Context: an optimization exercise on an open-source flow, tuned for small area and a short achievable clock period. The choices shown serve that exercise and are no tape-out recipe.
At most, simulation tests tie the RTL to the original design; equivalence was not proved.
For runs 1 and 2, only the layout was checked, not whether the RTL still works.

[flow/config.mk]
export PLATFORM = sky130hd
export DESIGN_NAME = calc
export DESIGN_NICKNAME = calc
export VERILOG_FILES = /design/flow/design.v
export SDC_FILE = /design/flow/constraint.sdc
export NUM_CORES = 4
export LEC_CHECK = 0
export CAP_MARGIN = 20
export CORE_MARGIN = 2
export CORE_UTILIZATION = 55
export SETUP_SLACK_MARGIN = 3.75
export SLEW_MARGIN = 20
[flow/constraint.sdc]
create_clock -name core_clock -period 7.5 [get_ports {CLK}]
set_input_delay 1.5000 -clock core_clock [delete_from_list [all_inputs] [get_ports {CLK}]]
set_output_delay 1.5000 -clock core_clock [all_outputs]
set_load 0.01 [all_outputs]
[flow/design.v]
module calc(out, decimal, CLK, RST, CE, plus, sub, multi, equal);
output [14:0] out;
input  [9:0]  decimal;
input  CLK, RST, CE, plus, sub, multi, equal;
reg [14:0] B, R;
reg [2:0]  cnt;
reg [1:0]  ope;    
reg        P;      
reg [14:2] Xr;                      
reg fy1, fy2, fyn;                  
reg fk;                             
reg fci;                            
reg [3:0] ff;                       
wire [3:0] d = decimal[9] ? 4'd9 : decimal[8] ? 4'd8 : decimal[7] ? 4'd7 :
               decimal[6] ? 4'd6 : decimal[5] ? 4'd5 : decimal[4] ? 4'd4 :
               decimal[3] ? 4'd3 : decimal[2] ? 4'd2 : decimal[1] ? 4'd1 : 4'd0;
wire digit = (decimal != 10'd0) && (cnt != 3'd7);
wire o_non = (ope == 2'd0), o_add = (ope == 2'd1), o_sub = (ope == 2'd2), o_mul = (ope == 2'd3);
wire o_as  = o_add | o_sub;
wire bx4 = (d == 4'd3) | (d == 4'd4) | (d == 4'd5);
wire bx8 = (d >= 4'd6);
wire by1 = (d == 4'd1) | (d == 4'd3) | (d == 4'd5) | (d == 4'd7) | (d == 4'd9);
wire by2 = (d == 4'd2) | (d == 4'd6);
wire byn = (d == 4'd3) | (d == 4'd6) | (d == 4'd7);
wire [3:0] f = o_mul ? 4'd0 : o_sub ? 4'd9 - d : d;
always @(posedge CLK) begin
    Xr  <= {((o_as | (o_mul & bx8)) ? B[11:0] : 12'd0) ^ {12{o_as}} |
            ((o_mul & bx4) ? B[12:1] : 12'd0),
            (o_mul & bx4 & B[0]) | f[2] | f[3]};
    fy1 <= o_as | (o_mul & by1);
    fy2 <= o_mul & by2;
    fyn <= o_as | (o_mul & byn);
    fk  <= o_add;
    fci <= o_add | (o_mul & byn);
    ff  <= {f[3], 1'b0, f[1] | f[3], f[0]};
end
wire [14:0] W = {R[11:0], fk, fk, fk};
wire [14:0] V = {R[13:0], fk};
wire [14:0] X = {Xr, ff[1], ff[0]};
wire [14:0] Y = ((fy1 ? B : 15'd0) | (fy2 ? {B[13:0], 1'b0} : 15'd0)) ^ {15{fyn}};
wire [14:0] s1 = W ^ V ^ X;
wire [14:0] c1 = {(W[13:0] & V[13:0]) | (W[13:0] & X[13:0]) | (V[13:0] & X[13:0]), ff[3]};
wire [14:0] s2 = s1 ^ c1 ^ Y;
wire [14:0] c2 = {(s1[13:0] & c1[13:0]) | (s1[13:0] & Y[13:0]) | (c1[13:0] & Y[13:0]), ff[3]};
wire [14:0] S = s2 + c2 + {14'd0, fci};
wire [14:0] Reff = P ? S : R;
always @(posedge CLK or negedge RST)
    if (!RST) begin
        B <= 0; R <= 0; cnt <= 0; ope <= 0; P <= 0;
    end else begin
        P <= digit;
        if (digit) begin
            R <= Reff;
            cnt <= cnt + 3'd1;
        end else if (plus | sub | multi) begin
            B <= Reff;
            ope <= plus ? 2'd1 : sub ? 2'd2 : 2'd3;
            R <= (plus | sub) ? Reff : 15'd0;
            cnt <= 0;
        end else if (equal) begin
            if (!o_non) B <= Reff;
            ope <= 0;
            R <= 0;
            cnt <= 0;
        end else if (CE) begin
            R <= o_as ? B : 15'd0;
            cnt <= 0;
        end else
            R <= Reff;
    end
assign out = B;
endmodule
[flow/flow/run.sh]
#!/bin/bash
# Standard layout, but with plain buf_2 cells as the port buffers.
set -euo pipefail
bash standard.sh "BUFFER_PORTS_ARGS=-buffer_cell sky130_fd_sc_hd__buf_2" finish > orfs_flow.log 2>&1
[flow/standard.sh]
#!/bin/bash
# synth_recipe.tcl (not shown) runs the flow's synth.tcl, then flattens the netlist and writes it again
# the make line also repeats each setting of config.mk as NAME=value (left out here)
make -C /OpenROAD-flow-scripts/flow DESIGN_CONFIG=/design/flow/config.mk WORK_HOME=/design/flow/orfs CLKGATE_MAP_FILE= SYNTH_SCRIPT=/design/flow/synth_recipe.tcl "${@:-finish}"
==> flow_metrics.tcl, run 1 <==
set metrics [dict create \
    dieArea_um2 8418 \
    grt_use_total_pct 25.83 \
    io_pins 32 \
    holdWs_ns 0.5144 \
    synth_edf_count 0 \
    final-hold-violation-count 0 \
    dr.pass1.iters 5 \
    gp_congestion 0.8810 \
    cts_root_buf "clkbuf_8" \
    synth_top_area_share_pct 21.27 \
    initial_utilization_pct 57.47 \
    htree_levels 3 \
    yosys_warnings 1 \
    hp-class "reg2reg" \
    synth-seq-cells 57 \
    antenna_found_initial 0 \
    criticalPathCategory "reg2reg" \
    synth_seq_area_share_pct 31.20 \
    routed_wl_um 9957 \
    nNetsFinal 556 \
    clkSinkCount 57 \
    clk_latency_ns 0.35 \
    tightest_slew_ns 1.020 \
    fp.dieH_um 91.75 \
    critPathMaxFanout 3 \
    via_per_inst 5.677 \
    wl_per_cell_um 16.76 \
    relSlewSlack_pct 32.01 \
    dr_total_vias 3372 \
    hold_path_depth 2 \
    io_buffers 31 \
    dp_hpwl_um 7217 \
    netlist_instances 462 \
    first_iter_violations 157 \
    synth_ff_type "dfrtp_1" \
    synth.distinct_cells 57 \
    area_growth_pct 9.808 \
    synth_top_cells_by_count "inv_1 (63), nand2_1 (53), dfrtp_1 (36)" \
    syn_area_um2 4235 \
    grt_pass1_wl_um 16820 \
    async_flop_share_pct 63.16 \
    startpoint_type "flop" \
    core-area_um2 7370 \
    core.rowCount 31 \
    slew_violations 0 \
    required_ns 7.69 \
    post-synth-top-count-cell "inv_1" \
    dp.cells 577 \
    first_global_vias 3342 \
    skew_ns 0.01131 \
    setup_violations 0 \
    post-route-drc-count 0 \
    synth_nets 528 \
    end_kind "flop" \
    max_freq_mhz 281.4 \
    cts.clk_slew.worst_paths_ns 0.07 \
    drtAntennaViolNets 0 \
    cts_buffers 9 \
    max_cap_viol_count 0 \
    arrival_ns 3.74 \
    fin_crit_sh_pct 47.39 \
    drive_gt1_share_pct 13.33 \
    yosysTopAreaCell "dfrtp_1" \
    grt_start_max_net_pins 37 \
    rsz0062_at_grt "false" \
    overflow 0 \
    synth.avg_cell_area_um2 9.167 \
    cts_tree "yes" \
    synth.area.top_cells "dfrtp_1 (21%), fa_1 (14%), dfxtp_1 (9.9%), ha_1 (5.9%), inv_1 (5.6%)" \
    post-place-ws_ns 3.562 \
    setup_slack_ns 3.946 \
    ff2ff_path_depth 12 \
    layoutNonFillerInstCount 594 \
    tns_ns 0 \
    diodes 0 \
    period_minus_slack_ns 3.554 \
    outcome "timing/DRC/antenna clean" \
    hold_buffers 0 \
    die_x_um 91.75 \
    cts_max_path_buffers 2 \
]
layout make-up:
| class | instances | area [um2] |
|---|---|---|
| fillers | 657 | 2719 |
| multi-input cells | 325 | 2624 |
| clock inverters | 4 | 20.02 |
| well taps | 99 | 123.9 |
| clock buffers | 12 | 135.1 |
| inverters | 64 | 242.7 |
| flip-flops and latches | 57 | 1331 |
| repair buffers | 33 | 173.9 |
cell families after synthesis:
family | after synthesis | share of synthesized area, %
fa+ha+maj | 49 | 19.62
xor+xnor | 29 | 5.997
buf+inv | 80 | 7.622
simple gates | 125 | 14.24
compound gates | 111 | 18.70
flops | 57 | 31.20
mux | 11 | 2.629
registers in the layout, indices dropped and copies added (netlist names), 2 cells and up:
signal and cells:
B 15, R 15, Xr 13, cnt 3
ff 3, ope 2
placed cells by master (no fill, tap or decap), types with 3 or more instances in the layout:
master / n
a21oi_1: 15
xor2_1: 18
clkinv_2: 4
o21ai_0: 32
nor3_1: 8
buf_2: 31
ha_1: 20
clkbuf_1: 3
clkbuf_8: 9
xnor2_1: 11
a31oi_1: 5
o21a_1: 3
dfrtp_1: 35
a221o_1: 12
a22oi_1: 15
mux2i_1: 10
nor2b_1: 18
fa_1: 29
a21o_1: 6
inv_1: 63
dfxtp_1: 18
nor2_1: 22
nand3_1: 8
nand2_1: 53
final timing paths:
kind                                      end                from  slack [ns]
hold / removal             cnt[1]$_DFFE_PN0P_  cnt[1]$_DFFE_PN0P_        0.51
setup reg to reg              R[13]$_DFF_PN0_      R[0]$_DFF_PN0_        3.95
hold reg to reg            cnt[1]$_DFFE_PN0P_  cnt[1]$_DFFE_PN0P_        0.51
min in group asynchronous  cnt[2]$_DFFE_PN0P_                 RST        1.26
max in group asynchronous    B[0]$_DFFE_PN0P_                 RST        5.64
setup / recovery              R[13]$_DFF_PN0_      R[0]$_DFF_PN0_        3.95
routing by layer:
metal,routed length (um),GRT usage [%]
met4,110,5.721
met5,0,0
met1,4785,37.67
met2,4617,39.89
met3,444,5.341
critical path: stages (launching register included):
cell and delay (ns):
dfrtp_1 0.44, fa_1 0.55, inv_1 0.05, fa_1 0.54, inv_1 0.06, ha_1 0.28, nor2b_1 0.14, o31a_1 0.27
o211ai_2 0.19, nand2_1 0.15, a311oi_4 0.37, mux2i_1 0.23, o311ai_1 0.13
per-stage QoR:
stage / cell area (um2) / util (%)
floorplan: 4235 / -
global placement: 4451 / 60.39
detailed placement: 4451 / 60.39
CTS: 4608 / 62.53
global route: 4651 / 63.11
finish: 4651 / 63.11
what timing repair did:
item                                   in CTS  in global routing
resized for setup                           2                  7
pin swaps                                   0                  1
endpoints found under the hold margin       0                  0
setup endpoints to repair                   6                  8
buffers inserted                            0                  0
==> inputs of run 2 (changes only) <==
--- a/flow/design.v
+++ b/flow/design.v
@@ -15,8 +15,8 @@
                decimal[6] ? 4'd6 : decimal[5] ? 4'd5 : decimal[4] ? 4'd4 :
                decimal[3] ? 4'd3 : decimal[2] ? 4'd2 : decimal[1] ? 4'd1 : 4'd0;
 wire digit = (decimal != 10'd0) && (cnt != 3'd7);
-wire o_non = (ope == 2'd0), o_add = (ope == 2'd1), o_sub = (ope == 2'd2), o_mul = (ope == 2'd3);
-wire o_as  = o_add | o_sub;
+wire o_non = (ope == 2'b00), o_add = (ope == 2'b10), o_sub = (ope == 2'b11), o_mul = (ope == 2'b01);
+wire o_as  = ope[1];
 wire bx4 = (d == 4'd3) | (d == 4'd4) | (d == 4'd5);
 wire bx8 = (d >= 4'd6);
 wire by1 = (d == 4'd1) | (d == 4'd3) | (d == 4'd5) | (d == 4'd7) | (d == 4'd9);
@@ -30,9 +30,9 @@
     fy1 <= o_as | (o_mul & by1);
     fy2 <= o_mul & by2;
     fyn <= o_as | (o_mul & byn);
+    ff  <= {f[3], 1'b0, f[1] | f[3], f[0]};
     fk  <= o_add;
     fci <= o_add | (o_mul & byn);
-    ff  <= {f[3], 1'b0, f[1] | f[3], f[0]};
 end
 wire [14:0] W = {R[11:0], fk, fk, fk};
 wire [14:0] V = {R[13:0], fk};
@@ -54,7 +54,7 @@
             cnt <= cnt + 3'd1;
         end else if (plus | sub | multi) begin
             B <= Reff;
-            ope <= plus ? 2'd1 : sub ? 2'd2 : 2'd3;
+            ope <= plus ? 2'b10 : sub ? 2'b11 : 2'b01;
             R <= (plus | sub) ? Reff : 15'd0;
             cnt <= 0;
         end else if (equal) begin
--- a/flow/config.mk
+++ b/flow/config.mk
@@ -8,5 +8,5 @@
 export CAP_MARGIN = 20
 export CORE_MARGIN = 2
 export CORE_UTILIZATION = 55
-export SETUP_SLACK_MARGIN = 3.75
+export SETUP_SLACK_MARGIN = 3.9
 export SLEW_MARGIN = 20
==> flow_metrics.tcl, run 2 <==
set metrics [dict create \
    die_x_um 91.27 \
    io_buffers 31 \
    yosys_warnings 1 \
    first_iter_violations 236 \
    synth_ff_type "dfrtp_1" \
    cts_tree "yes" \
    synth-seq-cells 57 \
    r2r-end "B[11]$_DFFE_PN0P_" \
    clk_latency_ns 0.33 \
    r2r_slack_ns 4.03 \
    routed_wl_um 10110 \
    synth_nets 532 \
    cp_num_buf_inv 2 \
    diodes 0 \
    nNetsFinal 567 \
    fin_area_um2 4761 \
    cts_buffers 9 \
    reg2reg_from "R[3]$_DFF_PN0_" \
    cts.clk_slew.worst_paths_ns 0.06 \
    max_freq_mhz 288.3 \
    via_per_inst 5.468 \
    io_pins 32 \
    cpLargestDelayFamily "adder cells" \
    initial_utilization_pct 57.14 \
    cp_slowest_cell "fa_1" \
    relSlewSlack_pct 29.89 \
    core.rowCount 31 \
    synth_edf_count 0 \
    area_growth_pct 13.65 \
    grt_start_max_net_pins 37 \
    hold_path_depth 1 \
    syn_area_um2 4189 \
    synth.avg_cell_area_um2 8.913 \
    dr.pass1.iters 4 \
    worstSetupStartpoint "R[3]$_DFF_PN0_" \
    drtAntennaViolNets 0 \
    first_global_vias 3197 \
    rsz0062_at_grt "true" \
    criticalPathCategory "reg2reg" \
    dr_total_vias 3330 \
    final_util_pct 64.94 \
    async_flop_share_pct 63.16 \
    holdWs_ns 0.4947 \
    synth_seq_area_share_pct 31.54 \
    path_cells "fa_1 -> inv_1 -> fa_1 -> inv_1 -> ha_1 -> a21oi_2 -> o21ai_0 -> a21oi_2 -> a21oi_1 -> or3_1 -> a31oi_2 -> o21ai_0" \
    arrival_ns 3.65 \
    fin_crit_sh_pct 46.25 \
    grt_pass1_wl_um 16310 \
    max_cap_viol_count 0 \
    synth_top_area_share_pct 21.51 \
    yosysTopAreaCell "dfrtp_1" \
    end_kind "flop" \
    wl_per_cell_um 16.59 \
    drive_gt1_share_pct 16.47 \
    cts_root_buf "clkbuf_8" \
    netlist_instances 470 \
    synth_top_cells_by_count "inv_1 (59), nand2_1 (58), o21ai_0 (38)" \
    gp_congestion 0.8034 \
    placed_area_um2 4402 \
    period_minus_slack_ns 3.468 \
    htree_levels 3 \
    post-synth-top-count-cell "inv_1" \
    required_ns 7.68 \
    tightest_slew_ns 1.048 \
    overflow 0 \
    dieArea_um2 8330 \
    grt_use_total_pct 25.41 \
    ff2ff_path_depth 12 \
    final-hold-violation-count 0 \
    slew_violations 0 \
    layout_commonest_cell "inv_1" \
    tns_ns 0 \
    core-area_um2 7331 \
    cp-endpoint "B[11]$_DFFE_PN0P_" \
    cts_max_path_buffers 2 \
    critPathMaxFanout 6 \
    post-route-drc-count 0 \
    fp.dieH_um 91.27 \
    outcome "timing/DRC/antenna clean" \
    hp-class "reg2reg" \
    startpoint_type "flop" \
    setup_violations 0 \
    synth.area.top_cells "dfrtp_1 (22%), fa_1 (14%), dfxtp_1 (10%), inv_1 (5.3%), nand2_1 (5.2%)" \
    antenna_found_initial 0 \
    dp_hpwl_um 7279 \
    mostFrequentLayoutCells "inv_1 (59), nand2_1 (58), o21ai_0 (36), dfrtp_1 (34), buf_2 (31)" \
    cp.depth 12 \
    clkSinkCount 57 \
    slowest_delay_ns 0.54 \
    skew_ns 0.008635 \
    reg_top3 "B (15), R (15), Xr (13)" \
    synth.distinct_cells 52 \
]
## run 2: cell types whose count changed after synthesis, moves of 5 or more
| cell | delta |
|---|---|
| a21oi_1 | +8 |
| nand2b_1 | +10 |
| o21ai_0 | +6 |
| nand2_1 | +5 |
## run 2: kinds of logic (layout without fill, tap and decap cells)
family / Yosys count / in the layout / share of synthesized area [%]
AO/OA/AOI/OAI: 122 / 122 / 19.15
XOR/XNOR: 28 / 28 / 5.854
adder cells (fa/ha/maj): 45 / 45 / 18.64
buffers and inverters: 77 / 117 / 7.049
flip-flops: 57 / 57 / 31.54
multiplexers: 9 / 9 / 2.300
AND/OR/NAND/NOR: 132 / 132 / 15.47
## run 2: stage by stage
| step | std cells | worst slack [ns] |
|---|---|---|
| floorplan | 470 | 4.074 |
| global placement | 583 | 3.506 |
| detailed placement | 583 | 3.429 |
| CTS | 599 | 3.927 |
| global route | 609 | 3.892 |
| finish | 609 | 4.032 |
## run 2: cell type report
class | instances | area (um2)
tap | 99 | 123.9
inverter | 59 | 221.5
multi-input combinational | 336 | 2638
clock buffer | 14 | 172.7
fill | 628 | 2570
sequential | 57 | 1333
timing repair buffer | 42 | 237.7
clock inverter | 2 | 35.03
## run 2: metal layers
| metal | track usage (%) | up-vias | wire length, um |
|---|---|---|---|
| met5 | 0 | - | 0 |
| li1 | - | 1650 | - |
| met4 | 9.217 | 0 | 142 |
| met3 | 3.983 | 10 | 565 |
| met1 | 37.55 | 1592 | 4878 |
| met2 | 37.90 | 78 | 4519 |
## run 2: repair_timing
item / CTS / global route
pin swaps: 0 / 10
hold buffers: 0 / 0
gates resized for setup: 8 / 13
buffers inserted: 0 / 10
setup endpoints to repair: 19 / 15
## run 2: how the worst min path moves through the flow
stage	start	slack (ns)	to
6_report	cnt[0]$_DFFE_PN0P_	0.49	cnt[0]$_DFFE_PN0P_
5_1_grt	cnt[0]$_DFFE_PN0P_	0.53	cnt[0]$_DFFE_PN0P_
4_1_cts	cnt[0]$_DFFE_PN0P_	0.50	cnt[0]$_DFFE_PN0P_
3_5_place_dp	cnt[0]$_DFFE_PN0P_	0.49	cnt[0]$_DFFE_PN0P_
3_3_place_gp	cnt[0]$_DFFE_PN0P_	0.49	cnt[0]$_DFFE_PN0P_
2_1_floorplan	cnt[0]$_DFFE_PN0P_	0.45	cnt[0]$_DFFE_PN0P_
==> inputs of run 3 (changes only) <==
--- a/flow/design.v
+++ b/flow/design.v
@@ -8,8 +8,6 @@
 reg        P;      
 reg [14:2] Xr;                      
 reg fy1, fy2, fyn;                  
-reg fk;                             
-reg fci;                            
 reg [3:0] ff;                       
 wire [3:0] d = decimal[9] ? 4'd9 : decimal[8] ? 4'd8 : decimal[7] ? 4'd7 :
                decimal[6] ? 4'd6 : decimal[5] ? 4'd5 : decimal[4] ? 4'd4 :
@@ -31,9 +29,9 @@
     fy2 <= o_mul & by2;
     fyn <= o_as | (o_mul & byn);
     ff  <= {f[3], 1'b0, f[1] | f[3], f[0]};
-    fk  <= o_add;
-    fci <= o_add | (o_mul & byn);
 end
+wire fk  = o_add;                   
+wire fci = o_add | (o_mul & fyn);   
 wire [14:0] W = {R[11:0], fk, fk, fk};
 wire [14:0] V = {R[13:0], fk};
 wire [14:0] X = {Xr, ff[1], ff[0]};
==> flow_metrics.tcl, run 3 <==
set metrics [dict create \
    mostFrequentLayoutCells "nand2_1 (58), inv_1 (53), o21ai_0 (41), dfrtp_1 (32), buf_2 (31)" \
    cts_root_buf "clkbuf_8" \
    cts_tree "yes" \
    syn_area_um2 4070 \
    tightest_slew_ns 1.033 \
    period_minus_slack_ns 3.431 \
    end_kind "flop" \
    post-place-ws_ns 3.504 \
    post-route-drc-count 0 \
    yosys_warnings 1 \
    dr.pass1.iters 4 \
    initial_utilization_pct 56.42 \
    grt_use_total_pct 25.31 \
    synth_seq_area_share_pct 31.48 \
    wl_per_cell_um 16.63 \
    grt_start_max_net_pins 37 \
    drive_gt1_share_pct 13.36 \
    multi_input_area_um2 2540 \
    core-area_um2 7214 \
    fp.dieH_um 90.03 \
    critPathMaxFanout 5 \
    dr_total_vias 3222 \
    synth.distinct_cells 53 \
    dp.cells 564 \
    synth-seq-cells 55 \
    fin_crit_sh_pct 45.75 \
    drtAntennaViolNets 0 \
    io_pins 32 \
    first_iter_violations 199 \
    synth_nets 509 \
    io_buffers 31 \
    overflow 0 \
    final-hold-violation-count 0 \
    rsz0062_at_grt "true" \
    via_per_inst 5.574 \
    hp-class "reg2reg" \
    post-synth-top-count-cell "nand2_1" \
    placed_area_um2 4284 \
    reg_top3 "B (15), R (15), Xr (13)" \
    core.rowCount 31 \
    relSlewSlack_pct 31.12 \
    dieArea_um2 8105 \
    synth_top_cells_by_count "nand2_1 (59), inv_1 (53), o21ai_0 (44)" \
    final_util_pct 61.85 \
    criticalPathCategory "reg2reg" \
    grt_pass1_wl_um 16150 \
    seqCellArea_um2 1297 \
    dp_hpwl_um 6744 \
    area_growth_pct 9.622 \
    synth_ff_type "dfrtp_1" \
    required_ns 7.70 \
    setup_slack_ns 4.069 \
    clk_latency_ns 0.31 \
    tns_ns 0 \
    diodes 0 \
    skew_ns 0.01284 \
    layoutNonFillerInstCount 578 \
    synth.avg_cell_area_um2 9.065 \
    fin_area_um2 4462 \
    setup_violations 0 \
    async_flop_share_pct 65.45 \
    layout_commonest_cell "nand2_1" \
    max_freq_mhz 291.4 \
    netlist_instances 449 \
    nNetsFinal 538 \
    die_x_um 90.03 \
    max_cap_viol_count 0 \
    synth.area.top_cells "dfrtp_1 (22%), fa_1 (13%), dfxtp_1 (9.3%), nand2_1 (5.4%), o21ai_0 (5.4%)" \
    cts_buffers 5 \
    slew_violations 0 \
    holdWs_ns 0.5154 \
    startpoint_type "flop" \
    htree_levels 2 \
    clkSinkCount 55 \
    synth_edf_count 0 \
    yosysTopAreaCell "dfrtp_1" \
    synth_top_area_share_pct 22.13 \
    fillers 654 \
    antenna_found_initial 0 \
    outcome "timing/DRC/antenna clean" \
    cts.clk_slew.worst_paths_ns 0.10 \
    routed_wl_um 9614 \
    first_global_vias 3188 \
    gp_congestion 0.8427 \
    cts_max_path_buffers 2 \
    arrival_ns 3.63 \
]
## run 3: cell count changes in the layout (fill, tap and decap cells not counted), sizes merged, moves of 5 or more
cell and change:
nor2 -9, a21oi -8, xnor2 +7, clkbuf -6, nand2b -6, a31oi -5
inv -5, mux2i +5, nand3 +5, o21ai +5
## run 3: critical path, cell delays in order, from the launching register on
cell and delay (ns):
dfrtp_2 0.46, fa_1 0.55, inv_1 0.05, fa_1 0.47, inv_1 0.04, ha_2 0.36
nand3_1 0.09, o211ai_1 0.33, a31oi_1 0.15, o21ai_2 0.13, a31oi_4 0.13, and4_1 0.20
or3_1 0.33
## run 3: area by class of cell
class                      instances  share of cell area (%)
multi-input combinational        323                   56.93
sequential                        55                   29.08
timing repair buffer              39                   4.823
inverter                          54                   4.599
tap                               99                   2.776
clock buffer                       8                   1.795
## run 3: kinds of logic after synthesis
group / share of synthesized area [%]
and+or+nand+nor: 13.96
xor gates and xnor gates: 7.962
muxes: 2.951
buffers and inverters: 7.009
DFF: 31.48
AOI/OAI and AO/OA: 17.95
adders and majority gates: 18.69
## run 3: timing repair
action                                  4_1_cts  5_1_grt
resized for setup                             6       15
hold buffers                                  0        0
pin swaps                                     0        5
endpoints found under the setup margin       18       16
buffers inserted                              1        5
gates cloned                                  0        0
## run 3: metal layers
metal	share of wire, %	GRT usage [%]	vias up	wire, um
met5	0	0	-	0
met2	49	42.48	72	4678
li1	-	-	1574	-
met3	4.3	3.437	8	417
met1	46	34.94	1568	4420
met4	1.0	6.154	0	97
## run 3: worst paths after layout
| kind | cells after the start | slack (ns) | end | from |
|---|---|---|---|---|
| setup / recovery | 12 | 4.07 | B[13]$_DFFE_PN0P_ | R[1]$_DFF_PN0_ |
| hold / removal | 2 | 0.52 | cnt[2]$_DFFE_PN0P_ | cnt[2]$_DFFE_PN0P_ |
| setup reg to reg | 12 | 4.07 | B[13]$_DFFE_PN0P_ | R[1]$_DFF_PN0_ |
| hold reg to reg | 2 | 0.52 | cnt[2]$_DFFE_PN0P_ | cnt[2]$_DFFE_PN0P_ |
| max in group asynchronous | 1 | 5.58 | ope[1]$_DFFE_PN0P_ | RST |
| min in group asynchronous | 1 | 1.28 | R[2]$_DFF_PN0_ | RST |
==> inputs of run 4 (changes only) <==
--- a/flow/config.mk
+++ b/flow/config.mk
@@ -8,5 +8,6 @@
 export CAP_MARGIN = 20
 export CORE_MARGIN = 2
 export CORE_UTILIZATION = 55
+export PLACE_DENSITY = 0.75
 export SETUP_SLACK_MARGIN = 3.9
 export SLEW_MARGIN = 20
==> flow_metrics.tcl, run 4 <==
set metrics [dict create \
    outcome "timing/DRC/antenna clean" \
    diodes 0 \
    synth_edf_count 0 \
    rsz0062_at_grt "true" \
    synth-compound-area-share_pct 17.95 \
    setup_violations 0 \
    post-place-ws_ns 3.546 \
    first_iter_violations 202 \
    relSlewSlack_pct 31.65 \
    cts_buffers 5 \
    async_flop_share_pct 65.45 \
    post-route-drc-count 0 \
    synth.area.top_cells "dfrtp_1 (22%), fa_1 (13%), dfxtp_1 (9.3%), nand2_1 (5.4%), o21ai_0 (5.4%)" \
    antenna_found_initial 0 \
    die_x_um 90.03 \
    synthSimpleGateAreaFrac_pct 13.96 \
    cts.clk_slew.worst_paths_ns 0.10 \
    fin_crit_sh_pct 46.41 \
    synth-seq-cells 55 \
    htree_levels 2 \
    cts_tree "yes" \
    max_cap_viol_count 0 \
    syn_area_um2 4070 \
    critPathMaxFanout 5 \
    dp_hpwl_um 6428 \
    layout_commonest_cell "nand2_1" \
    arrival_ns 3.67 \
    mostFrequentLayoutCells "nand2_1 (58), inv_1 (53), o21ai_0 (43), dfrtp_1 (33), buf_2 (31)" \
    max_freq_mhz 287.3 \
    dr.pass1.iters 5 \
    synth_mux_area_share_pct 2.951 \
    dieArea_um2 8105 \
    tightest_slew_ns 1.025 \
    synth_top_family_by_area "adder cells" \
    fin_area_um2 4472 \
    period_minus_slack_ns 3.481 \
    routed_wl_um 9187 \
    grt_start_max_net_pins 37 \
    core.rowCount 31 \
    overflow 0 \
    yosys_warnings 1 \
    tns_ns 0 \
    synth_top_cells_by_count "nand2_1 (59), inv_1 (53), o21ai_0 (44)" \
    grt_use_total_pct 23.87 \
    hold_buffers 0 \
    io_buffers 31 \
    required_ns 7.69 \
    use_met1_pct 31.92 \
    layoutNonFillerInstCount 581 \
    clk_latency_ns 0.31 \
    synth_top_area_share_pct 22.13 \
    nNetsFinal 541 \
    synth_fa_ha_area_share_pct 18.69 \
    final_util_pct 61.98 \
    met2_usage_pct 40.04 \
    drive_gt1_share_pct 13.69 \
    dp.cells 563 \
    setup_slack_ns 4.019 \
    synth_ff_type "dfrtp_1" \
    yosysTopAreaCell "dfrtp_1" \
    synth.distinct_cells 53 \
    dr_total_vias 3307 \
    grt_pass1_wl_um 15650 \
    end_kind "flop" \
    gp_congestion 0.8577 \
    cts_root_buf "clkbuf_8" \
    final-hold-violation-count 0 \
    core-area_um2 7214 \
    wl_per_cell_um 15.81 \
    synth_xor_area_share_pct 7.962 \
    cts_max_path_buffers 2 \
    skew_ns 0.009651 \
    holdWs_ns 0.5346 \
    slew_violations 0 \
    io_pins 32 \
    grtUsageMet3_pct 3.353 \
    reg_top3 "B (15), R (15), Xr (13)" \
    via_per_inst 5.692 \
    netlist_instances 449 \
    synth_nets 509 \
    synth_seq_area_share_pct 31.48 \
    placed_area_um2 4277 \
    clkSinkCount 55 \
    grt-busiest-layer "met2" \
    drtAntennaViolNets 0 \
    hp-class "reg2reg" \
    post-synth-top-count-cell "nand2_1" \
    criticalPathCategory "reg2reg" \
    startpoint_type "flop" \
    synth.avg_cell_area_um2 9.065 \
    first_global_vias 3282 \
    area_growth_pct 9.868 \
    initial_utilization_pct 56.42 \
    fp.dieH_um 90.03 \
]
run 4: cells by family after synthesis:
group                    count (synthesis)
AND/OR/NAND/NOR                        116
adder cells (fa/ha/maj)                 45
flip-flops                              55
XOR/XNOR                                37
multiplexers                            12
buffers and inverters                   71
AO/OA/AOI/OAI                          113
run 4: final cells by class:
type / instances / area [um2]
fill: 637 / 2743
clock inverter: 2 / 12.51
clock buffer: 6 / 72.57
multi-input combinational: 323 / 2524
inverter: 54 / 205.2
sequential: 55 / 1296
tap: 99 / 123.9
timing repair buffer: 42 / 237.7
run 4: final timing paths:
kind	slack (ns)	cells after the start	from	to
worst max-delay path	4.02	12	R[1]$_DFF_PN0_	B[13]$_DFFE_PN0P_
worst min-delay path	0.53	2	cnt[2]$_DFFE_PN0P_	cnt[2]$_DFFE_PN0P_
worst max register to register	4.02	12	R[1]$_DFF_PN0_	B[13]$_DFFE_PN0P_
worst min register to register	0.53	2	cnt[2]$_DFFE_PN0P_	cnt[2]$_DFFE_PN0P_
max in group asynchronous	5.61	1	RST	ope[1]$_DFFE_PN0P_
min in group asynchronous	1.28	1	RST	P$_DFF_PN0_
run 4: metal layers:
layer  share of wire (%)  vias to the layer above
li1                    -                     1574
met1                  43                     1590
met2                  49                      131
met3                 6.5                       12
met4                 1.8                        0
met5                   0                        -
run 4: critical path: stages (launching register included):
cell and delay [ns]:
dfrtp_1 0.46, fa_1 0.55, inv_1 0.05, fa_1 0.49
inv_1 0.05, ha_1 0.35, a21oi_1 0.19, o211ai_1 0.17
a31oi_1 0.24, o21ai_2 0.10, a31oi_2 0.26, nor4b_1 0.08
or3_1 0.38
run 4: repair_timing:
action | 4_1_cts | 5_1_grt
resized for setup | 6 | 9
setup buffers | 1 | 9
setup endpoints to repair | 17 | 21
pin swaps | 0 | 1
endpoints found under the hold margin | 0 | 0
==> inputs of run 5 (changes only) <==
--- a/flow/config.mk
+++ b/flow/config.mk
@@ -8,6 +8,6 @@
 export CAP_MARGIN = 20
 export CORE_MARGIN = 2
 export CORE_UTILIZATION = 55
-export PLACE_DENSITY = 0.75
+export GPL_TIMING_DRIVEN = 0
 export SETUP_SLACK_MARGIN = 3.9
 export SLEW_MARGIN = 20
==> flow_metrics.tcl, run 5 <==
set metrics [dict create \
    hp-class "reg2reg" \
    outcome "timing/DRC/antenna clean" \
    cts_max_path_buffers 2 \
    skew_ns 0.005633 \
    grt_use_total_pct 26.78 \
    netlist_instances 449 \
    arrival_ns 3.67 \
    cp_num_buf_inv 3 \
    critPathMaxFanout 5 \
    htree_levels 2 \
    synth.avg_cell_area_um2 9.065 \
    cts.clk_slew.worst_paths_ns 0.10 \
    core-area_um2 7214 \
    required_ns 7.69 \
    rsz0062_at_grt "true" \
    slew_violations 0 \
    path_cells "fa_1 -> inv_1 -> fa_1 -> inv_1 -> ha_2 -> a21oi_2 -> o211ai_1 -> buf_4 -> a31oi_1 -> o21ai_2 -> a31oi_4 -> nor4b_1 -> or3_1" \
    yosys_warnings 1 \
    nNetsFinal 551 \
    layout_commonest_cell "nand2_1" \
    max_cap_viol_count 0 \
    final_util_pct 63.54 \
    cts_root_buf "clkbuf_8" \
    wl_per_cell_um 17.15 \
    end_kind "flop" \
    first_global_vias 3438 \
    final-hold-violation-count 0 \
    cts_buffers 5 \
    clk_latency_ns 0.31 \
    first_iter_violations 188 \
    dr_total_vias 3300 \
    layoutNonFillerInstCount 591 \
    tns_ns 0 \
    setup_violations 0 \
    cts_tree "yes" \
    async_flop_share_pct 65.45 \
    synth_nets 509 \
    synth-seq-cells 55 \
    grt_pass1_wl_um 17230 \
    diodes 0 \
    synth_edf_count 0 \
    cpLargestDelayFamily "adder cells" \
    via_per_inst 5.584 \
    max_freq_mhz 287.4 \
    fp.dieH_um 90.03 \
    overflow 0 \
    cp_slowest_cell "fa_1" \
    synth_top_cells_by_count "nand2_1 (59), inv_1 (53), o21ai_0 (44)" \
    synth_top_area_share_pct 22.13 \
    post-synth-top-count-cell "nand2_1" \
    startpoint_type "flop" \
    dieArea_um2 8105 \
    initial_utilization_pct 56.42 \
    holdWs_ns 0.5084 \
    antenna_found_initial 0 \
    io_pins 32 \
    clkSinkCount 55 \
    area_growth_pct 12.63 \
    die_x_um 90.03 \
    fin_crit_sh_pct 46.39 \
    yosysTopAreaCell "dfrtp_1" \
    syn_area_um2 4070 \
    synth.distinct_cells 53 \
    core.rowCount 31 \
    tightest_slew_ns 0.9157 \
    gp_congestion 0.8277 \
    fillers 666 \
    period_minus_slack_ns 3.479 \
    synth.area.top_cells "dfrtp_1 (22%), fa_1 (13%), dfxtp_1 (9.3%), nand2_1 (5.4%), o21ai_0 (5.4%)" \
    grt_start_max_net_pins 37 \
    slowest_delay_ns 0.54 \
    dr.pass1.iters 4 \
    hold_buffers 0 \
    post-route-drc-count 0 \
    setup_slack_ns 4.021 \
    synth_ff_type "dfrtp_1" \
    criticalPathCategory "reg2reg" \
    routed_wl_um 10140 \
    io_buffers 31 \
    drtAntennaViolNets 0 \
    drive_gt1_share_pct 15.04 \
    dp.cells 579 \
    mostFrequentLayoutCells "nand2_1 (59), inv_1 (53), o21ai_0 (41), dfrtp_1 (33), buf_2 (33)" \
    dp_hpwl_um 7570 \
    post-place-ws_ns 3.240 \
    relSlewSlack_pct 38.96 \
    synth_seq_area_share_pct 31.48 \
    reg_top3 "B (15), R (15), Xr (13)" \
]
-- run 5: cells by family (layout without fill, tap and decap cells) --
group	after synthesis	after routing	synth area share (%)
AO/OA/AOI/OAI	113	113	17.95
flip-flops	55	55	31.48
XOR/XNOR	37	37	7.962
multiplexers	12	12	2.951
buffers and inverters	71	114	7.009
adder cells (fa/ha/maj)	45	45	18.69
AND/OR/NAND/NOR	116	116	13.96
-- run 5: area by class of cell --
class / count / area [um2] / share of cell area (%)
Buffer: 17 / 103.9 / 2.265
Clock buffer: 5 / 68.82 / 1.501
Clock inverter: 3 / 43.79 / 0.9552
Inverter: 54 / 205.2 / 4.476
Multi-Input combinational cell: 323 / 2564 / 55.92
Sequential cell: 55 / 1290 / 28.14
Tap cell: 99 / 123.9 / 2.702
Timing Repair Buffer: 35 / 185.2 / 4.039
-- run 5: routing by layer --
layer	wire (um)	global-route usage (%)	share of wire [%]	up-vias
li1	-	-	-	1596
met2	5064	46.74	50	82
met4	141	6.154	1.4	0
met1	4398	35.46	43	1613
met3	531	3.856	5.2	9
met5	0	0	0	-
-- run 5: stage by stage --
step	area, um2
final	4584
after global placement	4349
after floorplan	4070
after detailed placement	4349
after CTS	4548
after global routing	4584
-- run 5: worst paths after layout --
path | from | endpoint | slack (ns) | cells past startpoint
max | R[1]$_DFF_PN0_ | B[13]$_DFFE_PN0P_ | 4.02 | 13
min | cnt[0]$_DFFE_PN0P_ | cnt[0]$_DFFE_PN0P_ | 0.51 | 1
max reg2reg | R[1]$_DFF_PN0_ | B[13]$_DFFE_PN0P_ | 4.02 | 13
min reg2reg | cnt[0]$_DFFE_PN0P_ | cnt[0]$_DFFE_PN0P_ | 0.51 | 1
max in group asynchronous | RST | ope[1]$_DFFE_PN0P_ | 5.63 | 1
min in group asynchronous | RST | R[3]$_DFF_PN0_ | 1.29 | 1
-- run 5: what timing repair did --
action                     in CTS  in global routing
setup endpoints to repair      18                 14
gates resized for setup        21                 11
setup buffers                   3                  1
pin swaps                       4                  6
==> inputs of run 6 (changes only) <==
--- a/flow/config.mk
+++ b/flow/config.mk
@@ -7,7 +7,6 @@
 export LEC_CHECK = 0
 export CAP_MARGIN = 20
 export CORE_MARGIN = 2
-export CORE_UTILIZATION = 55
-export GPL_TIMING_DRIVEN = 0
+export CORE_UTILIZATION = 45
 export SETUP_SLACK_MARGIN = 3.9
 export SLEW_MARGIN = 20
==> flow_metrics.tcl, run 6 <==
set metrics [dict create \
    synth.distinct_cells 53 \
    initial_utilization_pct 46.44 \
    drtAntennaViolNets 0 \
    gp_congestion 0.8081 \
    arrival_ns 3.66 \
    yosysTopAreaCell "dfrtp_1" \
    grt_start_max_net_pins 37 \
    cts_max_path_buffers 2 \
    synth.area.top_cells "dfrtp_1 (22%), fa_1 (13%), dfxtp_1 (9.3%), nand2_1 (5.4%), o21ai_0 (5.4%)" \
    cts_tree "yes" \
    dieArea_um2 9822 \
    grt_pass1_wl_um 15750 \
    hp-class "reg2reg" \
    syn_area_um2 4070 \
    post-route-drc-count 0 \
    criticalPathCategory "reg2reg" \
    setup_violations 0 \
    synth_edf_count 0 \
    area_growth_pct 11.37 \
    max_cap_viol_count 0 \
    grt_use_total_pct 20.16 \
    netlist_instances 449 \
    cts.clk_slew.worst_paths_ns 0.10 \
    layout_commonest_cell "nand2_1" \
    dp.cells 572 \
    die_x_um 99.11 \
    diodes 0 \
    final-hold-violation-count 0 \
    clkSinkCount 55 \
    dr.pass1.iters 4 \
    relSlewSlack_pct 33.06 \
    tns_ns 0 \
    yosys_warnings 1 \
    synth_ff_type "dfrtp_1" \
    clk_latency_ns 0.31 \
    required_ns 7.70 \
    synth_top_area_share_pct 22.13 \
    synth.avg_cell_area_um2 9.065 \
    outcome "timing/DRC/antenna clean" \
    fp.dieH_um 99.11 \
    layoutNonFillerInstCount 592 \
    synth_nets 509 \
    rsz0062_at_grt "true" \
    nNetsFinal 543 \
    dr_total_vias 3215 \
    via_per_inst 5.431 \
    hold_buffers 0 \
    mostFrequentLayoutCells "nand2_1 (58), inv_1 (53), o21ai_0 (43), dfrtp_1 (33), buf_2 (31)" \
    critPathMaxFanout 5 \
    end_kind "flop" \
    overflow 0 \
    core-area_um2 8763 \
    cts_root_buf "clkbuf_8" \
    slew_violations 0 \
    async_flop_share_pct 65.45 \
    period_minus_slack_ns 3.460 \
    post-synth-top-count-cell "nand2_1" \
    synth_top_cells_by_count "nand2_1 (59), inv_1 (53), o21ai_0 (44)" \
    tightest_slew_ns 1.004 \
    startpoint_type "flop" \
    first_global_vias 3062 \
    core.rowCount 34 \
    max_freq_mhz 289.0 \
    io_pins 32 \
    routed_wl_um 9632 \
    io_buffers 31 \
    fin_crit_sh_pct 46.13 \
    antenna_found_initial 0 \
    synth-seq-cells 55 \
    skew_ns 0.008077 \
    synth_seq_area_share_pct 31.48 \
    fillers 830 \
    cts_buffers 5 \
    dp_hpwl_um 6618 \
    holdWs_ns 0.5054 \
    wl_per_cell_um 16.27 \
    drive_gt1_share_pct 14.26 \
    first_iter_violations 192 \
    reg_top3 "B (15), R (15), Xr (13)" \
    htree_levels 2 \
]
[run 6: cell counts after synthesis]
No cell type changed its count.
[run 6: per-stage QoR]
stage | instance area (um2) | utilization, % | setup slack (ns)
detailed placement | 4288 | 48.93 | 3.459
CTS | 4420 | 50.44 | 3.931
finish | 4533 | 51.73 | 4.040
global placement | 4288 | 48.93 | 3.522
global route | 4533 | 51.73 | 3.842
floorplan | 4070 | - | 3.993
[run 6: final cells by class]
cell class	instances	area (um2)	area share (%)
multi-input combinational	323	2527	55.75
sequential	55	1296	28.60
timing repair buffer	44	269.0	5.934
inverter	54	205.2	4.527
tap	108	135.1	2.981
clock buffer	8	100.1	2.208
[run 6: layer usage]
| metal | global-route usage (%) | vias to the layer above | wire length [um] | share of wire, % |
|---|---|---|---|---|
| met1 | 29.42 | 1538 | 4488 | 47 |
| met5 | 0 | - | 0 | 0 |
| met4 | 6.217 | 0 | 158 | 1.6 |
| met3 | 2.530 | 12 | 532 | 5.5 |
| li1 | - | 1585 | - | - |
| met2 | 31.50 | 80 | 4453 | 46 |
[run 6: worst paths after layout]
kind | slack (ns) | end | depth (start not counted) | start
setup / recovery | 4.04 | B[13]$_DFFE_PN0P_ | 12 | R[1]$_DFF_PN0_
hold / removal | 0.51 | cnt[0]$_DFFE_PN0P_ | 1 | cnt[0]$_DFFE_PN0P_
setup reg to reg | 4.04 | B[13]$_DFFE_PN0P_ | 12 | R[1]$_DFF_PN0_
hold reg to reg | 0.51 | cnt[0]$_DFFE_PN0P_ | 1 | cnt[0]$_DFFE_PN0P_
max in group asynchronous | 5.58 | ope[1]$_DFFE_PN0P_ | 1 | RST
min in group asynchronous | 1.28 | B[4]$_DFFE_PN0P_ | 1 | RST
[run 6: kinds of logic after synthesis]
logic type | Yosys count | synth area share, %
AND/OR/NAND/NOR | 116 | 13.96
buffers and inverters | 71 | 7.009
multiplexers | 12 | 2.951
XOR/XNOR | 37 | 7.962
AO/OA/AOI/OAI | 113 | 17.95
adder cells (fa/ha/maj) | 45 | 18.69
flip-flops | 55 | 31.48
[run 6: worst max-delay path, cell delays in order (launching register included)]
cell      delay [ns]
dfrtp_1         0.46
fa_1            0.55
inv_1           0.05
fa_1            0.47
inv_1           0.04
ha_1            0.35
a21oi_1         0.19
o211ai_1        0.17
a31oi_1         0.23
o21ai_2         0.10
a31oi_2         0.28
nor4b_1         0.09
or3_1           0.38
[run 6: repair_timing]
action | in CTS | in global routing
resized for setup | 9 | 7
endpoints found under the setup margin | 18 | 19
setup buffers | 1 | 11
gates cloned | 0 | 0
pin swaps | 0 | 2
==> inputs of run 7 (changes only) <==
--- a/flow/config.mk
+++ b/flow/config.mk
@@ -7,6 +7,6 @@
 export LEC_CHECK = 0
 export CAP_MARGIN = 20
 export CORE_MARGIN = 2
-export CORE_UTILIZATION = 45
-export SETUP_SLACK_MARGIN = 3.9
+export CORE_UTILIZATION = 55
+export SETUP_SLACK_MARGIN = 4
 export SLEW_MARGIN = 20
==> flow_metrics.tcl, run 7 <==
set metrics [dict create \
    io_pins 32 \
    diodes 0 \
    overflow 0 \
    layout_commonest_cell "nand2_1" \
    cts_tree "yes" \
    first_iter_violations 134 \
    final_util_pct 63.08 \
    dp_hpwl_um 6601 \
    met2_usage_pct 40.79 \
    fillers 661 \
    grtUsageMet3_pct 2.934 \
    cts_buffers 5 \
    dieArea_um2 8105 \
    synth.avg_cell_area_um2 9.065 \
    startpoint_type "flop" \
    die_x_um 90.03 \
    antenna_found_initial 0 \
    end_kind "flop" \
    arrival_ns 3.55 \
    initial_utilization_pct 56.42 \
    cts_max_path_buffers 2 \
    slew_violations 0 \
    hp-class "reg2reg" \
    clk_latency_ns 0.31 \
    synth_fa_ha_area_share_pct 18.69 \
    setup_slack_ns 4.123 \
    clkSinkCount 55 \
    skew_ns 0.008671 \
    synth_top_area_share_pct 22.13 \
    yosysTopAreaCell "dfrtp_1" \
    relSlewSlack_pct 31.21 \
    grt-busiest-layer "met2" \
    synth_mux_area_share_pct 2.951 \
    core.rowCount 31 \
    rsz0062_at_grt "true" \
    synth_top_family_by_area "adder cells" \
    io_buffers 31 \
    reg_top3 "B (15), R (15), Xr (13)" \
    multi_input_area_um2 2546 \
    tightest_slew_ns 1.032 \
    synth.area.top_cells "dfrtp_1 (22%), fa_1 (13%), dfxtp_1 (9.3%), nand2_1 (5.4%), o21ai_0 (5.4%)" \
    wl_per_cell_um 16.30 \
    required_ns 7.67 \
    criticalPathCategory "reg2reg" \
    fp.dieH_um 90.03 \
    hold_buffers 0 \
    period_minus_slack_ns 3.377 \
    synth-compound-area-share_pct 17.95 \
    max_cap_viol_count 0 \
    fin_crit_sh_pct 45.03 \
    via_per_inst 5.582 \
    post-synth-top-count-cell "nand2_1" \
    mostFrequentLayoutCells "nand2_1 (58), inv_1 (53), o21ai_0 (41), dfrtp_1 (31), buf_2 (31)" \
    synth-seq-cells 55 \
    cts_root_buf "clkbuf_8" \
    use_met1_pct 34.41 \
    critPathMaxFanout 5 \
    grt_use_total_pct 24.46 \
    synth_seq_area_share_pct 31.48 \
    htree_levels 2 \
    synthSimpleGateAreaFrac_pct 13.96 \
    synth_xor_area_share_pct 7.962 \
    dr_total_vias 3260 \
    synth.distinct_cells 53 \
    max_freq_mhz 296.1 \
    synth_edf_count 0 \
    routed_wl_um 9518 \
    area_growth_pct 11.80 \
    tns_ns 0 \
    final-hold-violation-count 0 \
    seqCellArea_um2 1299 \
    first_global_vias 3090 \
    core-area_um2 7214 \
    yosys_warnings 1 \
    setup_violations 0 \
    outcome "timing/DRC/antenna clean" \
    drive_gt1_share_pct 15.46 \
    grt_pass1_wl_um 15730 \
    dr.pass1.iters 4 \
    gp_congestion 0.8738 \
    post-place-ws_ns 3.514 \
    netlist_instances 449 \
    post-route-drc-count 0 \
    nNetsFinal 544 \
    synth_ff_type "dfrtp_1" \
    synth_nets 509 \
    syn_area_um2 4070 \
    async_flop_share_pct 65.45 \
    synth_top_cells_by_count "nand2_1 (59), inv_1 (53), o21ai_0 (44)" \
    drtAntennaViolNets 0 \
    cts.clk_slew.worst_paths_ns 0.10 \
    grt_start_max_net_pins 37 \
]
-- run 7: kinds of logic (layout without fill, tap and decap cells) --
family,Yosys count,in the layout
AND/OR/NAND/NOR,116,116
AO/OA/AOI/OAI,113,113
multiplexers,12,12
flip-flops,55,55
XOR/XNOR,37,37
adder cells (fa/ha/maj),45,45
buffers and inverters,71,107
-- run 7: final timing paths --
kind	startpoint	cells past startpoint	slack (ns)	to
worst max-delay path	R[1]$_DFF_PN0_	12	4.12	R[9]$_DFF_PN0_
worst min-delay path	cnt[1]$_DFFE_PN0P_	2	0.52	cnt[1]$_DFFE_PN0P_
worst max register to register	R[1]$_DFF_PN0_	12	4.12	R[9]$_DFF_PN0_
worst min register to register	cnt[1]$_DFFE_PN0P_	2	0.52	cnt[1]$_DFFE_PN0P_
max in group asynchronous	RST	1	5.59	ope[1]$_DFFE_PN0P_
min in group asynchronous	RST	1	1.29	B[11]$_DFFE_PN0P_
-- run 7: metrics by stage --
stage	cells	hold slack, ns	instance area [um2]
2_1_floorplan	449	0.4637	4071
3_3_place_gp	563	0.4898	4277
3_5_place_dp	563	0.4953	4277
4_1_cts	572	0.5186	4409
5_1_grt	584	0.5462	4551
6_report	584	0.5186	4551
-- run 7: layout make-up --
cell class | instances | area share [%]
Multi-Input combinational cell | 323 | 55.95
Sequential cell | 55 | 28.54
Timing Repair Buffer | 45 | 6.076
Inverter | 54 | 4.509
Tap cell | 99 | 2.722
Clock buffer | 8 | 2.200
-- run 7: timing repair --
action	4_1_cts	5_1_grt
setup endpoints to repair	24	18
buffers inserted	1	12
resized for setup	9	15
pin swaps	0	5
-- run 7: routing by layer --
| metal | vias to the layer above | share of wire (%) |
|---|---|---|
| li1 | 1584 | - |
| met1 | 1590 | 46 |
| met2 | 74 | 48 |
| met3 | 12 | 4.4 |
| met4 | 0 | 1.3 |
| met5 | - | 0 |
-- run 7: critical path, stage by stage, from the launching register on --
cell and delay, ns:
dfrtp_2 0.46, fa_1 0.55, inv_1 0.05, fa_1 0.47, inv_1 0.04, ha_1 0.35
a21oi_1 0.19, o211ai_1 0.17, a21boi_0 0.35, o21ai_0 0.17, xor2_1 0.17, mux2i_1 0.17
o21ai_0 0.11
==> inputs of run 8 (changes only) <==
--- a/flow/config.mk
+++ b/flow/config.mk
@@ -8,5 +8,5 @@
 export CAP_MARGIN = 20
 export CORE_MARGIN = 2
 export CORE_UTILIZATION = 55
-export SETUP_SLACK_MARGIN = 4
+export SETUP_SLACK_MARGIN = 3.6
 export SLEW_MARGIN = 20
==> flow_metrics.tcl, run 8 <==
set metrics [dict create \
    outcome "timing/DRC/antenna clean" \
    max_freq_mhz 274.5 \
    setup_violations 0 \
    synth_top_area_share_pct 22.13 \
    synth-seq-cells 55 \
    mostFrequentLayoutCells "nand2_1 (59), inv_1 (53), o21ai_0 (44), dfrtp_1 (35), buf_2 (31)" \
    critPathMaxFanout 16 \
    io_buffers 31 \
    diodes 0 \
    yosysTopAreaCell "dfrtp_1" \
    multi_input_area_um2 2510 \
    cts_max_path_buffers 2 \
    worstHoldEndpoint "cnt[2]$_DFFE_PN0P_" \
    grt_pass1_wl_um 15900 \
    rsz0062_at_grt "true" \
    synth.distinct_cells 53 \
    clkSinkCount 55 \
    post-route-drc-count 0 \
    dr.pass1.iters 4 \
    fin_crit_sh_pct 48.57 \
    grt_use_total_pct 24.77 \
    cts.clk_slew.worst_paths_ns 0.09 \
    reg_top3 "B (15), R (15), Xr (13)" \
    tightest_slew_ns 1.031 \
    yosys_warnings 1 \
    syn_area_um2 4070 \
    fillers 664 \
    post-synth-top-count-cell "nand2_1" \
    drtAntennaViolNets 0 \
    holdWs_ns 0.5157 \
    cts_tree "yes" \
    skew_ns 0.01095 \
    area_growth_pct 7.870 \
    hp-class "reg2reg" \
    async_flop_share_pct 65.45 \
    core.rowCount 31 \
    seqCellArea_um2 1290 \
    initial_utilization_pct 56.42 \
    end_kind "flop" \
    layout_commonest_cell "nand2_1" \
    netlist_instances 449 \
    cts_root_buf "clkbuf_8" \
    relSlewSlack_pct 31.27 \
    reg2reg_from "fyn$_DFF_P_" \
    tns_ns 0 \
    first_global_vias 3182 \
    dp_hpwl_um 6744 \
    wl_per_cell_um 16.59 \
    slew_violations 0 \
    first_iter_violations 191 \
    max_cap_viol_count 0 \
    drive_gt1_share_pct 10.34 \
    required_ns 7.71 \
    fp.dieH_um 90.03 \
    synth_seq_area_share_pct 31.48 \
    r2r-end "B[10]$_DFFE_PN0P_" \
    htree_levels 2 \
    gp_congestion 0.8427 \
    synth.avg_cell_area_um2 9.065 \
    hold_buffers 0 \
    nNetsFinal 533 \
    synth_top_cells_by_count "nand2_1 (59), inv_1 (53), o21ai_0 (44)" \
    criticalPathCategory "reg2reg" \
    arrival_ns 3.86 \
    synth_nets 509 \
    overflow 0 \
    dr_total_vias 3177 \
    startpoint_type "flop" \
    synth_edf_count 0 \
    clk_latency_ns 0.32 \
    routed_wl_um 9508 \
    holdCritStartpoint "cnt[2]$_DFFE_PN0P_" \
    dieArea_um2 8105 \
    synth.area.top_cells "dfrtp_1 (22%), fa_1 (13%), dfxtp_1 (9.3%), nand2_1 (5.4%), o21ai_0 (5.4%)" \
    final-hold-violation-count 0 \
    grt_start_max_net_pins 37 \
    hold_path_depth 2 \
    io_pins 32 \
    ff2ff_path_depth 11 \
    cts_buffers 5 \
    synth_ff_type "dfrtp_1" \
    dp.cells 564 \
    r2r_slack_ns 3.86 \
    antenna_found_initial 0 \
    die_x_um 90.03 \
    period_minus_slack_ns 3.643 \
    layoutNonFillerInstCount 573 \
    via_per_inst 5.545 \
    core-area_um2 7214 \
]
-- run 8: cell counts after synthesis --
No cell type changed its count.
-- run 8: timing repair --
item | 4_1_cts | 5_1_grt
endpoints found under the setup margin | 4 | 13
resized for setup | 2 | 4
buffers inserted | 0 | 1
-- run 8: metrics by stage --
stage          worst slack [ns]  cell area, um2  util [%]
2_1_floorplan             3.993            4070         -
3_3_place_gp              3.598            4284     59.38
3_5_place_dp              3.504            4284     59.38
4_1_cts                   3.637            4367     60.53
5_1_grt                   3.571            4390     60.86
6_report                  3.857            4390     60.86
-- run 8: worst max-delay path by stage --
stage | startpoint | to | slack, ns | cells after the start
after floorplan | fyn$_DFF_P_ | B[12]$_DFFE_PN0P_ | 3.99 | 13
after global placement | fyn$_DFF_P_ | B[10]$_DFFE_PN0P_ | 3.60 | 11
after detailed placement | ope[1]$_DFFE_PN0P_ | B[13]$_DFFE_PN0P_ | 3.50 | 13
after CTS | fy1$_DFF_P_ | B[10]$_DFFE_PN0P_ | 3.64 | 12
after global routing | fyn$_DFF_P_ | B[10]$_DFFE_PN0P_ | 3.57 | 11
final | fyn$_DFF_P_ | B[10]$_DFFE_PN0P_ | 3.86 | 11
-- run 8: layer usage --
layer	vias up	global-route usage [%]	part of all wire (%)
li1	1560	-	-
met1	1537	33.86	46
met2	69	41.73	48
met3	11	3.688	4.3
met4	0	6.026	1.2
met5	-	0	0
-- run 8: layout make-up --
type | count | share of cell area (%)
inverter | 54 | 4.674
clock buffer | 8 | 1.824
sequential | 55 | 29.38
timing repair buffer | 34 | 4.132
multi-input combinational | 323 | 57.17
tap | 99 | 2.821
-- run 8: critical path, stage by stage (launching register included) --
cell	delay [ns]
dfxtp_2	0.64
xnor2_1	0.19
fa_1	0.46
fa_1	0.43
fa_1	0.49
a21oi_1	0.19
o21ai_0	0.15
o22ai_1	0.27
o21ai_0	0.18
xnor2_1	0.21
mux2i_1	0.12
o21ai_0	0.20
-- run 8: cells by family after synthesis --
group                    synth area share (%)
buffers and inverters                   7.009
XOR/XNOR                                7.962
AND/OR/NAND/NOR                         13.96
AO/OA/AOI/OAI                           17.95
multiplexers                            2.951
adder cells (fa/ha/maj)                 18.69
flip-flops                              31.48
==> inputs of run 9 (changes only) <==
--- a/flow/config.mk
+++ b/flow/config.mk
@@ -8,5 +8,5 @@
 export CAP_MARGIN = 20
 export CORE_MARGIN = 2
 export CORE_UTILIZATION = 55
-export SETUP_SLACK_MARGIN = 3.6
+export SETUP_SLACK_MARGIN = 4.25
 export SLEW_MARGIN = 20
==> flow_metrics.tcl, run 9 <==
set metrics [dict create \
    clk_latency_ns 0.30 \
    grt_start_max_net_pins 37 \
    hp-class "reg2reg" \
    yosysTopAreaCell "dfrtp_1" \
    syn_area_um2 4070 \
    wl_per_cell_um 17.27 \
    synth_nets 509 \
    cts_tree "yes" \
    die_x_um 90.03 \
    setup_violations 0 \
    synth.area.top_cells "dfrtp_1 (22%), fa_1 (13%), dfxtp_1 (9.3%), nand2_1 (5.4%), o21ai_0 (5.4%)" \
    io_buffers 31 \
    clkSinkCount 55 \
    yosys_warnings 1 \
    slowest_delay_ns 0.54 \
    cts_buffers 5 \
    max_cap_viol_count 0 \
    final-hold-violation-count 0 \
    gp_congestion 0.8891 \
    post-synth-top-count-cell "nand2_1" \
    fin_crit_sh_pct 44.15 \
    core.rowCount 31 \
    initial_utilization_pct 56.42 \
    overflow 0 \
    layout_commonest_cell "nand2_1" \
    first_iter_violations 199 \
    fillers 609 \
    skew_ns 0.006452 \
    mostFrequentLayoutCells "nand2_1 (57), inv_1 (49), buf_2 (31), o21ai_0 (29), fa_1 (25)" \
    fp.dieH_um 90.03 \
    grt_pass1_wl_um 16320 \
    ff2ff_path_depth 12 \
    synth_top_area_share_pct 22.13 \
    synth_seq_area_share_pct 31.48 \
    rsz0062_at_grt "true" \
    cp_slowest_cell "fa_1" \
    io_pins 32 \
    via_per_inst 5.622 \
    dr.pass1.iters 5 \
    routed_wl_um 10190 \
    htree_levels 2 \
    hold_buffers 0 \
    startpoint_type "flop" \
    layoutNonFillerInstCount 590 \
    reg_top3 "B (15), R (15), Xr (13)" \
    netlist_instances 449 \
    synth_edf_count 0 \
    path_cells "fa_1 -> inv_1 -> fa_1 -> inv_1 -> ha_4 -> a21oi_4 -> o211ai_1 -> a31oi_1 -> o21ai_2 -> a31oi_4 -> nor4b_1 -> or3_1" \
    r2r-end "B[13]$_DFFE_PN0P_" \
    first_global_vias 3153 \
    grt_use_total_pct 25.40 \
    dp.cells 563 \
    tightest_slew_ns 1.014 \
    holdCritStartpoint "cnt[0]$_DFFE_PN0P_" \
    synth_ff_type "dfrtp_1" \
    dr_total_vias 3317 \
    core-area_um2 7214 \
    drive_gt1_share_pct 23.83 \
    cts_max_path_buffers 2 \
    dp_hpwl_um 6584 \
    setup_slack_ns 4.189 \
    hold_path_depth 1 \
    arrival_ns 3.50 \
    synth-seq-cells 55 \
    post-route-drc-count 0 \
    reg2reg_from "R[3]$_DFF_PN0_" \
    post-place-ws_ns 3.471 \
    cts.clk_slew.worst_paths_ns 0.10 \
    criticalPathCategory "reg2reg" \
    multi_input_area_um2 2740 \
    antenna_found_initial 0 \
    slew_violations 0 \
    synth.distinct_cells 53 \
    area_growth_pct 17.12 \
    relSlewSlack_pct 32.37 \
    worstHoldEndpoint "cnt[0]$_DFFE_PN0P_" \
    synth_top_cells_by_count "nand2_1 (59), inv_1 (53), o21ai_0 (44)" \
    outcome "timing/DRC/antenna clean" \
    async_flop_share_pct 65.45 \
    synth.avg_cell_area_um2 9.065 \
    tns_ns 0 \
    required_ns 7.69 \
    period_minus_slack_ns 3.311 \
    critPathMaxFanout 5 \
    drtAntennaViolNets 0 \
    r2r_slack_ns 4.19 \
    nNetsFinal 550 \
    end_kind "flop" \
    seqCellArea_um2 1308 \
    dieArea_um2 8105 \
    diodes 0 \
    cts_root_buf "clkbuf_8" \
    max_freq_mhz 302.0 \
]
==> run 9: cell types whose count changed in the layout (fill, tap and decap cells not counted), sizes merged <==
cell and delta:
clkbuf -1, clkinv +1, buf +17
==> run 9: layout make-up <==
class / count / area share (%)
Clock inverter: 1 / 0.1050
Clock buffer: 7 / 1.601
Multi-Input combinational cell: 323 / 57.48
Tap cell: 99 / 2.598
Sequential cell: 55 / 27.43
Timing Repair Buffer: 51 / 6.483
Inverter: 54 / 4.304
==> run 9: how the worst max path moves through the flow <==
stage | to | start | slack (ns)
finish | B[13]$_DFFE_PN0P_ | R[3]$_DFF_PN0_ | 4.19
global placement | B[12]$_DFFE_PN0P_ | fyn$_DFF_P_ | 3.57
detailed placement | B[13]$_DFFE_PN0P_ | ope[1]$_DFFE_PN0P_ | 3.47
global route | B[13]$_DFFE_PN0P_ | R[3]$_DFF_PN0_ | 4.13
floorplan | B[13]$_DFFE_PN0P_ | fy2$_DFF_P_ | 4.26
CTS | B[13]$_DFFE_PN0P_ | R[0]$_DFF_PN0_ | 4.16
==> run 9: cells by family after synthesis <==
logic type | after synthesis | share of synthesized area [%]
buffers and inverters | 71 | 7.009
AND/OR/NAND/NOR | 116 | 13.96
XOR/XNOR | 37 | 7.962
AO/OA/AOI/OAI | 113 | 17.95
flip-flops | 55 | 31.48
adder cells (fa/ha/maj) | 45 | 18.69
multiplexers | 12 | 2.951
==> run 9: routing by layer <==
| layer | share of wire, % | track usage [%] |
|---|---|---|
| met1 | 45 | 35.30 |
| met2 | 49 | 42.23 |
| met3 | 4.6 | 4.191 |
| met4 | 2.0 | 5.256 |
| met5 | 0 | 0 |
==> run 9: metrics by stage <==
step                      util (%)  area [um2]  hold slack [ns]
after floorplan                  -        4075           0.4637
after global placement       59.28        4277           0.4916
after detailed placement     59.28        4277           0.4956
after CTS                    62.87        4536           0.5153
after global routing         66.08        4767           0.5507
final                        66.08        4767           0.5150
==> run 9: what timing repair did <==
action | 4_1_cts | 5_1_grt
pin swaps | 7 | 23
endpoints found under the setup margin | 30 | 16
gates resized for setup | 29 | 50
setup buffers | 10 | 9
==> run 9: critical path: cells and delay by family, from the launching register on <==
kind                       cells  cell delay, ns
AOI/OAI and AO/OA              5            0.92
and+or+nand+nor                2            0.44
adders and majority gates      3            1.27
DFF                            1            0.46
buffers and inverters          2            0.11

what the ideal ports hide:
How much do the figures lean on ideal ports? The routed layouts below were timed once more, with nothing changed but the port constraints. Step 1 assumes that a clkbuf_16 drives the clock port and a buf_2 every other input. Step 2 moves the port delays by t, midway between the first and last clock arrival at a register: inputs arrive t later, outputs are due t later. That takes back most of the time a late clock gives input paths. Three values: ideal ports, drivers, drivers and shift; two values: the first two.
run | t, ns | slack for setup (ns) | worst setup path at the end
run 1 | 0.370 | 3.946 / 3.946 / 3.716 | input to register
run 2 | 0.355 | 4.032 / 4.032 / 3.755 | input to register
run 3 | 0.340 | 4.069 / 4.069 / 3.768 | input to register
run 4 | 0.334 | 4.019 / 4.019 / 3.821 | input to register
run 5 | 0.340 | 4.021 / 4.021 / 4.021 | register to register
run 6 | 0.336 | 4.040 / 4.040 / 3.796 | input to register
run 7 | 0.341 | 4.123 / 4.123 / 3.890 | input to register
run 8 | 0.345 | 3.857 / 3.857 / 3.670 | input to register
run 9 | 0.333 | 4.189 / 4.189 / 4.078 | input to register
After both steps every run listed still meets setup and hold. For run 3, which loses most, drivers alone change the setup slack by 0.000 ns; drivers and shift together by -0.301 ns.
